Source: an optimization exercise on an open RTL-to-GDS flow (aim: small area, a short achievable clock period and few clock cycles). Production flows keep margins and buffers that such runs may drop. In this exercise RTL edits were held to simulation tests only and were not proved equivalent to the original. Power figures rest on the tool's default switching activity, not on a simulated workload.

**design.v**
```verilog
module rle (
	clk, 		
	nreset, 	
	start,
	message_addr,	
	message_size, 	
	rle_addr, 	
	rle_size, 	
	done, 		
        port_A_data_in,
        port_A_data_out,
        port_A_addr,
        port_A_we
	);
input	clk;
input	nreset;
input	start;
input 	[31:0] message_addr;
input	[31:0] message_size;
input	[31:0] rle_addr;
input   [31:0] port_A_data_out;
output  [31:0] port_A_data_in;
output  [15:0] port_A_addr;
output  port_A_we;
output	[31:0] rle_size;
output	done;  
parameter IDLE = 2'b00, CALCULATE = 2'b01, PRECALC = 2'b10, FINISH = 2'b11;
reg [7:0] byte_read;		 
reg [7:0] similar_byte_count;  	 
reg [1:0] STATE;		 
reg [31:0] write_address_var;  	 
reg [31:0] read_address_var;	 
reg [31:0] write_buff, newData;  
reg [7:0] rle_counter;
reg [8:0] byte_written;
reg [1:0] byte_tracker;
reg lsb_half;			 
reg write, read;		 
reg doneFlag;
reg [2:0] shift_count;		 
wire [31:0] read_count;		 
wire [31:0] write_count;	 
wire [7:0] update_rle_counter;
wire [2:0] update_shift_count;
wire [7:0] update_similar_byte_count;
wire [8:0] update_byte_written;
wire [1:0] update_byte_tracker;
wire shift_count_compare;
wire similar_byte_compare;
wire byte_tracker_compare;
wire reach_msg_size;
assign read_count = read_address_var + 4;
assign write_count = write_address_var + 4;
assign update_rle_counter = rle_counter + 1;
assign update_shift_count = shift_count + 1;
assign update_similar_byte_count = similar_byte_count + 1;
assign update_byte_written = byte_written + 2;
assign update_byte_tracker = byte_tracker + 1;
assign shift_count_compare = (shift_count == 4);
assign similar_byte_compare = (similar_byte_count == 0);
assign byte_tracker_compare = (byte_tracker == 2);
assign reach_msg_size = (rle_counter == message_size);
assign port_A_addr = (write) ? write_address_var : read_address_var;
assign port_A_we = write;
assign port_A_data_in = write_buff;
assign rle_size = {23'b0, byte_written};
assign done = (doneFlag && STATE == IDLE);
always @ (posedge clk or negedge nreset)
begin
	if(!nreset)
	begin
		STATE <= IDLE;
		byte_read <= 8'b0;
		shift_count <= 3'b0;
		similar_byte_count <= 8'b0;
		write <= 1'b0;
		write_address_var <= 32'b0;
		read_address_var <= 32'b0;
		byte_written <= 9'b0;
		rle_counter <= 8'b0;
		write_buff <= 32'b0;
		lsb_half <= 1'b1;
		read <= 1'b0;
		doneFlag <= 1'b0;
		byte_tracker <= 2'b0;
	end
	else
		case(STATE)
			IDLE:
				if(start)
				begin
					write <= 1'b0;
					read_address_var <= message_addr;
					write_address_var <= rle_addr;
					shift_count <= 3'b0;
					byte_written <= 9'b0;
					rle_counter <= 8'b0;
					byte_read <= 8'b0;
					similar_byte_count <= 8'b0;
					write_buff <= 32'b0;
					lsb_half <= 1'b1;
					read <= 1'b0;
					doneFlag <= 1'b0;
					byte_tracker <= 2'b0;
					STATE <= PRECALC;
				end
			PRECALC: 	begin
				 	read_address_var <= read_count;
					read <= 1'b1;
					STATE <= CALCULATE;
					end
			CALCULATE:	begin
					if(read)
					begin
						read <= 1'b0;
						write <= 1'b0;
						newData <= port_A_data_out;
						STATE <= CALCULATE;
					end
					else 
					begin
						read <= 1'b0;
						STATE <= CALCULATE;
						if(shift_count_compare)
						begin
							shift_count <= 0;
							STATE <= PRECALC;
						end
						if(!write && shift_count != 4)
						begin
							if(!reach_msg_size && (similar_byte_compare || byte_read == newData[7:0]))
							begin
								byte_read <= newData[7:0]; 
								newData <= newData >> 8;
								rle_counter <= update_rle_counter;
								shift_count <= update_shift_count;
								similar_byte_count <= update_similar_byte_count;
							end
							else
							begin
								write <= 1'b1;
								read <= 1'b0;
							end	
						end  
						else if(write)
						begin
							if(byte_tracker_compare)
							begin
								write <= 1'b0;
								byte_tracker <= 0;
								lsb_half <= 1'b1;
								write_address_var <= write_count;
							end
							else
							begin
								byte_written <= update_byte_written;
								byte_tracker <= update_byte_tracker;
								similar_byte_count <= 8'b0;
								write <= 1'b0;
								if(lsb_half || (lsb_half && reach_msg_size))
								begin
									write_buff [31:0] <= {16'b0, byte_read, similar_byte_count};
									lsb_half <= 1'b0;
								end
								else
								begin
									write_buff [31:16] <= {byte_read, similar_byte_count};
									lsb_half <= 1'b1;
								end
								if(reach_msg_size)
								begin
									STATE <= FINISH;
									write <= 1'b1;
								end
							end
						end
					end  
					end
			FINISH: begin			
					write_address_var <= write_count;	
					doneFlag <= 1'b1;
					write <= 1'b0;
					STATE <= IDLE;
				end
		endcase
end
endmodule
```
**run.sh**
```bash
#!/bin/bash
# synth_recipe.tcl (not shown) runs the flow's synth.tcl, then flattens the netlist and writes it again
# the make line also repeats each setting of config.mk as NAME=value (left out here)
make -C /OpenROAD-flow-scripts/flow DESIGN_CONFIG=/design/flow/config.mk WORK_HOME=/design/flow/orfs CLKGATE_MAP_FILE= SYNTH_SCRIPT=/design/flow/synth_recipe.tcl finish
```
**config.mk**
```make
export PLATFORM = sky130hd
export DESIGN_NAME = rle
export DESIGN_NICKNAME = rle
export VERILOG_FILES = /design/flow/design.v
export SDC_FILE = /design/flow/constraint.sdc
export NUM_CORES = 4
export LEC_CHECK = 0
export CAP_MARGIN = 20
export CORE_MARGIN = 2
export CORE_UTILIZATION = 40
export PLACE_DENSITY = 0.6
export SLEW_MARGIN = 20
```
**constraint.sdc**
```tcl
create_clock -name core_clock -period 4.0 [get_ports {clk}]
set_input_delay 0.8000 -clock core_clock [delete_from_list [all_inputs] [get_ports {clk}]]
set_output_delay 0.8000 -clock core_clock [all_outputs]
set_load 0.01 [all_outputs]
```
==> notes.md <==
[report_power, final]
part	total (W)	leakage, nW	switching, W	internal (W)
registers	0.00238	1.70	0.000474	0.00190
logic	0.00247	1.96	0.00133	0.00115
clock network	0.00165	0.305	0.000610	0.00104
total	0.00650	3.97	0.00241	0.00409
[state kept, by name, indices dropped and copies added, names as in the netlist]
register,cells
byte_written,8
byte_read,8
write_address_var,16
similar_byte_count,8
shift_count,3
STATE,2
write_buff,32
read_address_var,16
rle_counter,8
doneFlag,1
write,1
lsb_half,1
read,1
newData,32
byte_tracker,2
[cell usage in the layout, fill, tap and decap left out, types with 15 or more instances in the layout]
cell	instances
clkdlybuf4s50_1	155
nand2_1	110
dfrtp_1	106
nor2_1	43
mux2_2	43
o21ai_0	38
nand3_1	35
edfxtp_1	32
a21oi_1	24
conb_1	24
and3_1	21
xnor2_1	20
clkbuf_16	18
nand4_1	15
[cells by family after synthesis]
logic type               count (synthesis)
buffers and inverters                   73
AND/OR/NAND/NOR                        282
flip-flops                             139
AO/OA/AOI/OAI                          128
other                                    1
XOR/XNOR                                24
multiplexers                            52
adder cells (fa/ha/maj)                  8
[metal layers]
| layer | part of all wire [%] | GRT usage, % | vias up |
|---|---|---|---|
| li1 | - | - | 2791 |
| met1 | 45 | 25.41 | 2805 |
| met2 | 48 | 30.10 | 175 |
| met3 | 5.6 | 4.562 | 17 |
| met4 | 1.4 | 6.689 | 0 |
| met5 | 0 | 0 | - |
[worst reg2reg max path: stages, from the launching register on]
cell     delay [ns]
dfrtp_1        1.00
or3b_2         0.53
a21oi_2        0.66
nand3_1        0.19
o21ai_0        0.19
a31oi_1        0.09
[area by class of cell]
| cell class | instances | area, sq um |
|---|---|---|
| clock buffer | 21 | 471.7 |
| sequential | 139 | 3640 |
| fill | 1567 | 7945 |
| clock inverter | 11 | 157.7 |
| inverter | 13 | 48.80 |
| multi-input combinational | 518 | 3223 |
| tap | 225 | 281.5 |
| timing repair buffer | 168 | 1649 |
[worst max-delay path by stage]
stage                     startpoint        endpoint
floorplan           message_size[27]      newData[0]
global placement     message_size[9]  shift_count[2]
detailed placement   message_size[9]  shift_count[2]
CTS                            write  port_A_addr[6]
global route                   write  port_A_addr[5]
finish                         write  port_A_addr[8]
[per-stage QoR]
stage	hold WS (ns)	power [W]	worst slack, ns
6_report	0.3618	0.006503	0.8480
5_1_grt	0.3877	0.006941	0.7248
4_1_cts	0.3714	0.006562	0.8254
3_5_place_dp	0.4564	0.004873	0.7798
3_3_place_gp	0.4509	0.004804	0.8083
2_1_floorplan	0.4401	0.003934	1.207
==> results by group <==
Drt
  – Vias: 5,788
  – 1st-iter DRT viols: 254
  – Antenna-violating nets left: 0
  – Vias per inst: 5.286
  – Pre-antenna DRT Iters: 5
  – Final wirelength: 17,230 microns
  – WL per Instance: 15.74 microns
  – Residual DRC count: 0

Synth
  – Ys Warns: 1
  – Syn Area/Cell: 10.12 sq um
  – Yosys cell types: 60
  – Leading area contributor after synthesis: dfrtp_1
  – Post-synthesis compound-gate area fraction: 11.65%
  – EDFF count, synth: 32
  – Primary FF master, synth: dfrtp_1
  – Largest family of logic cells by synthesized area: simple AND/OR/NAND/NOR gates
  – Yosys reg bits: 139
  – Count leader, synth: nand2_1
  – Post-Synth XOR/XNOR Area: 2.939%
  – Async S/R FF share, synth: 76.98%
  – Share of the synthesized area in the top cell type: 37.08%
  – Mapped cell area: 7153 sq um
  – Register area share after synthesis: 50.88%
  – Top cells by area, synth: dfrtp_1, edfxtp_1, mux2_2
  – Mux contribution to synthesized area: 8.029%
  – Top cells by count, synth: nand2_1, dfrtp_1, mux2_2, nor2_1, o21ai_0
  – Simple-Gate Fraction of Synth Area: 19.73%
  – Synth Area in Adders: 1.399%
  – Cell count after synthesis: 707

Global route
  – Total Routing Usage GR: 18.97%
  – Vias in the first global route: 5,483
  – GRT Residual Overflow: 0
  – Initial antenna violation count: 0
  – First-pass GRT wire length: 27,770 microns
  – Largest net degree at the start of global routing: 68

Timing
  – Final period utilization: 78.80%
  – Post-Route Skew: 0.007653 ns
  – Max-slew violation count: 0
  – Slew HR: 32.66%
  – Setup violations, final: 0
  – Min Tclk post-route: 3.152 ns
  – Unrepaired setup endpoints after global routing: false
  – Slew @ Worst Pin: 1.010 ns
  – Final hold vios: 0
  – Fmax achieved: 317.3 MHz
  – Setup TNS: 0 ns

Setup path
  – Worst path depth: 2
  – Worst Setup End Kind: output port
  – FF-to-FF Start: write
  – Reg2reg path depth: 5
  – WP data required: 3.20 ns
  – Crit path cell chain: mux2_2, clkdlybuf4s50_1
  – Max stage delay on crit path: 1.00 ns
  – Critical-path top delay cell: dfrtp_1
  – Sum of buffers and inverters on the critical path: 1
  – CP Max Fanout: 27
  – CP Class: reg2out
  – Critical path arrival: 2.35 ns
  – Top delay family on crit path: flip-flops
  – Reg-to-reg endpoint: write_address_var[12]
  – Crit start category: flop
  – R2R setup slack: 1.18 ns

Status
  – Run status: no timing/DRC/antenna violations

Cells and area
  – Layout Cells excl Fill: 1,095
  – Antenna Cells: 0
  – Fin util: 54.38%
  – Area grow syn2layout: 32.41%
  – Post-route cell area: 9472 sq um
  – Layout Nets: 996
  – Layout cells sized above 1: 12.07%

Place
  – Dpl cell area: 8842 sq um
  – Final Wtd Congestion: 0.8065
  – Buffers on Ports: 156
  – HPWL after DPL: 12,280 microns
  – Dpl cells: 1,063

Clock tree
  – Resized cells post-CTS: 0
  – Clock tree buffer depth: 2
  – CTS root buf: clkbuf_16
  – CTS tree: yes
  – Clock slew at reported path FFs: 0.06 ns
  – Clock Latency Late Sink: 0.41 ns
  – Clock sinks: 139
  – Post-CTS Hold Buffers: 0
  – Total CTS buffers: 17
  – Number of H-tree levels: 4
  – Postcts setup bufs: 0

Die
  – Die ar.: 18,970 sq um
  – Die Y-Extent: 137.7 microns
  – Core area: 17,420 sq um
  – Die W: 137.7 microns
  – Initial core utilization: 41.07%
  – I/O pin total: 213
  – Row cnt: 48

Pwr
  – Worst vdd ir: 362.0 uV
  – LEAKAGE: 3.965 nW
  – PD cells: 686.6 nW/um^2

Job
  – Max cap viols: 0

Worst hold path
  – Worst hold path class: in2async
Testbench counts, summed over its fixed seeds: cycles 86,662.

## separate check: timing with driven ports
No port has a modelled driver above. Below, the same layout with a new extraction and two added sets of constraints. Step 1 assumes that a clkbuf_16 drives the clock port and a buf_2 every other input. Step 2 moves the port delays by t, midway between the first and last clock arrival at a register: inputs arrive t later, outputs are due t later. That takes back most of the time a late clock gives input paths. Slacks: no drivers / after step 1 / after step 2; pairs: no drivers / after step 1.
t, ns: 0.453
setup slack, ns: 0.848 / 0.806 / 0.804
worst setup path after step 2: input to register
latest minus earliest clock arrival (ns): 0.010 / 0.009
worst slew at a driven data input, ns: 0.05
After both steps this run still meets setup and hold. The setup slack of this run moves by -0.042 ns with the drivers and by -0.044 ns with both steps.
